From an optimization exercise on the open Yosys and OpenROAD flow, aimed at small area, a short achievable clock period and few clock cycles per item; shortcuts taken in it are not production practice.
Power and IR drop assume default switching activity.

run A:
// calculator
module calculator(
    input  wire        clk,
    input  wire        rst_n,
    input  wire        start,
    input  wire [1:0]  op,
    input  wire [15:0] a,
    input  wire [15:0] b,
    output wire [15:0] result,
    output reg         overflow,
    output reg         done,
    output reg         error
);
Size in the first run: about 710 cells after synthesis, ~59 flip-flops, roughly 56 I/O pins, about 0.0046 mm² of cells after synthesis.
export LEC_CHECK = 0
export ABC_AREA = 1
export CAP_MARGIN = 20
export CORE_MARGIN = 2
export CORE_UTILIZATION = 50
export SETUP_SLACK_MARGIN = 1.8
export SLEW_MARGIN = 20
create_clock -name core_clock -period 4.0 [get_ports {clk}]
standard.sh (not shown) runs the stock make flow with config.mk's settings and CLKGATE_MAP_FILE= SYNTH_SCRIPT=/design/flow/synth_recipe.tcl, a recipe that flattens the netlist after the stock synthesis.
==> flow/flow/run.sh <==
#!/bin/bash
# Own layout flow: the standard ORFS layout (standard.sh), with the port
# buffers that global placement inserts made plain buffers
# (sky130_fd_sc_hd__buf_1) instead of the delay cell buffer_ports picks by
# default. Every input and output port still gets its own buffer.
# Full tool output goes to flow.log in the work folder; ORFS's per-step logs
# stay under orfs/logs/.
set -euo pipefail
cd "$(dirname "$0")/.."
bash standard.sh "BUFFER_PORTS_ARGS=-buffer_cell sky130_fd_sc_hd__buf_1" finish > flow.log 2>&1
Run A has completed all stages; timing, DRC and antenna checks passed.
## Diff of input files: run B against run A
# run A
export LEC_CHECK = 0
export ABC_AREA = 1
export CAP_MARGIN = 20
export CORE_MARGIN = 2
export CORE_UTILIZATION = 50
export SETUP_SLACK_MARGIN = 1.8
export SLEW_MARGIN = 20
create_clock -name core_clock -period 4.0 [get_ports {clk}]
# run B
export LEC_CHECK = 0
export ABC_AREA = 1
export CAP_MARGIN = 20
export CORE_MARGIN = 2
export CORE_UTILIZATION = 50
export SETUP_SLACK_MARGIN = 1.5
export SLEW_MARGIN = 20
create_clock -name core_clock -period 4.0 [get_ports {clk}]
## What came out
Taking run A as the reference, in run B wire length of the first global-routing pass went down, buffer count excluding the clock tree in the final layout moved down, met1 track demand over resource shows a reduction of 0.83 points, sequential cell count neither gained nor lost much, design internal power went down 0.18 mW.
Looking at cell count, run B sits about 2% lower than run A does.
Lower final setup slack of the worst path goes to run B over run A.
Startpoint of the most critical setup path: Y[15]$_DFF_P_ -> run B, sel_q$_DFFE_PP_ -> run A
Run A has a lower cell depth of the worst setup path than run B.
What run B reported for final non-filler cell area has to be multiplied by 1.09 to get the figure for run A.
Looking at total vias in the final route, run B sits 3.4% below run A.
Net switching share of the total power for run B is higher than for run A.
Input changes introduced in run C (baseline for comparison: run B):
# run B
export LEC_CHECK = 0
export ABC_AREA = 1
export CAP_MARGIN = 20
export CORE_MARGIN = 2
export CORE_UTILIZATION = 50
export SETUP_SLACK_MARGIN = 1.5
export SLEW_MARGIN = 20
create_clock -name core_clock -period 4.0 [get_ports {clk}]
# run C
export LEC_CHECK = 0
export ABC_AREA = 1
export CAP_MARGIN = 20
export CORE_MARGIN = 2
export CORE_UTILIZATION = 50
export SETUP_SLACK_MARGIN = 1.6
export SLEW_MARGIN = 20
export TNS_END_PERCENT = 10
create_clock -name core_clock -period 4.0 [get_ports {clk}]
==> summary.txt <==
No run among run B and run C stopped early or left any final violation; all are clean.
[diff] final area, run C relative to run B: improvement
Going from run B to run C, sequential share of layout area higher, power attributed to the clock group lower, CTS clock-pin slew for the worst setup and hold paths roughly the same, worst setup slack lower.
The via count of the first global-routing pass of run C and that of run B are within noise of each other.
Modified inputs, run D compared to run C
# run C
export LEC_CHECK = 0
export ABC_AREA = 1
export CAP_MARGIN = 20
export CORE_MARGIN = 2
export CORE_UTILIZATION = 50
export SETUP_SLACK_MARGIN = 1.6
export SLEW_MARGIN = 20
export TNS_END_PERCENT = 10
create_clock -name core_clock -period 4.0 [get_ports {clk}]
# run D
export LEC_CHECK = 0
export ABC_AREA = 1
export CAP_MARGIN = 20
export CORE_MARGIN = 2
export CORE_UTILIZATION = 50
export SETUP_SLACK_MARGIN = 1.6
export SLEW_MARGIN = 20
create_clock -name core_clock -period 4.0 [get_ports {clk}]
### Flow results
Run C → run D: detailed-route vias per instance now smaller; final-layout fill cell count comparable; worst setup slack now larger; largest net degree at the start of global routing comparable; share of the clock period used by the worst path after layout now smaller.
Relative to run D, the following input files were edited for run E:
# run D
export LEC_CHECK = 0
export ABC_AREA = 1
export CAP_MARGIN = 20
export CORE_MARGIN = 2
export CORE_UTILIZATION = 50
export SETUP_SLACK_MARGIN = 1.6
export SLEW_MARGIN = 20
create_clock -name core_clock -period 4.0 [get_ports {clk}]
# run E
export LEC_CHECK = 0
export ABC_AREA = 1
export CAP_MARGIN = 20
export CORE_MARGIN = 2
export CORE_UTILIZATION = 40
export SETUP_SLACK_MARGIN = 1.6
export SLEW_MARGIN = 20
create_clock -name core_clock -period 4.0 [get_ports {clk}]
--- outcome ---
- Run E completed; timing, DRC and antenna clean
- When run E is set beside run D, its post-detailed-routing wire length turns out to be about 3.7% larger.
- Run E vs run D, final hold slack went up by 0.021 ns.
- Run E vs run D: die span in y up by more than 10%
Function was not checked in any run of this note: the RTL went through the layout flow alone.

afterwards: timing with drivers on the ports:
No port has a modelled driver above. Below, the same layouts with a new extraction and two added sets of constraints.
Step 1 (the two cells are an assumption about what drives the block):
set clk [get_ports {clk}]
set_driving_cell -lib_cell sky130_fd_sc_hd__clkbuf_16 $clk
set_driving_cell -lib_cell sky130_fd_sc_hd__buf_2 [delete_from_list [all_inputs] $clk]
Step 2 adds t to the input delays and takes it off the output delays; t is the mean of the earliest and latest rising clock arrival at the registers after step 1. Input paths then give back, and output paths get back, about the clock's delay inside the block.
Three values: ideal ports, drivers, drivers and shift; two values: the first two.
run	shift t [ns]	slack for setup (ns)	worst hold slack (ns)	worst setup path at the end	slew at the worst register clock pin (ns)
run A	0.382	1.850 / 1.816 / 1.721	0.300 / 0.287 / 0.512	input to register	0.08 / 0.08
run B	0.380	1.728 / 1.728 / 1.728	0.300 / 0.286 / 0.517	register to register	0.08 / 0.08
run C	0.374	1.626 / 1.626 / 1.626	0.303 / 0.290 / 0.509	register to register	0.08 / 0.08
run D	0.382	1.726 / 1.726 / 1.726	0.297 / 0.283 / 0.515	register to register	0.08 / 0.08
run E	0.371	1.708 / 1.708 / 1.645	0.318 / 0.304 / 0.503	input to register	0.06 / 0.06
After both steps setup and hold are still met in every run listed. The setup slack of run A, which loses most, moves by -0.034 ns with the drivers and by -0.129 ns with both steps.
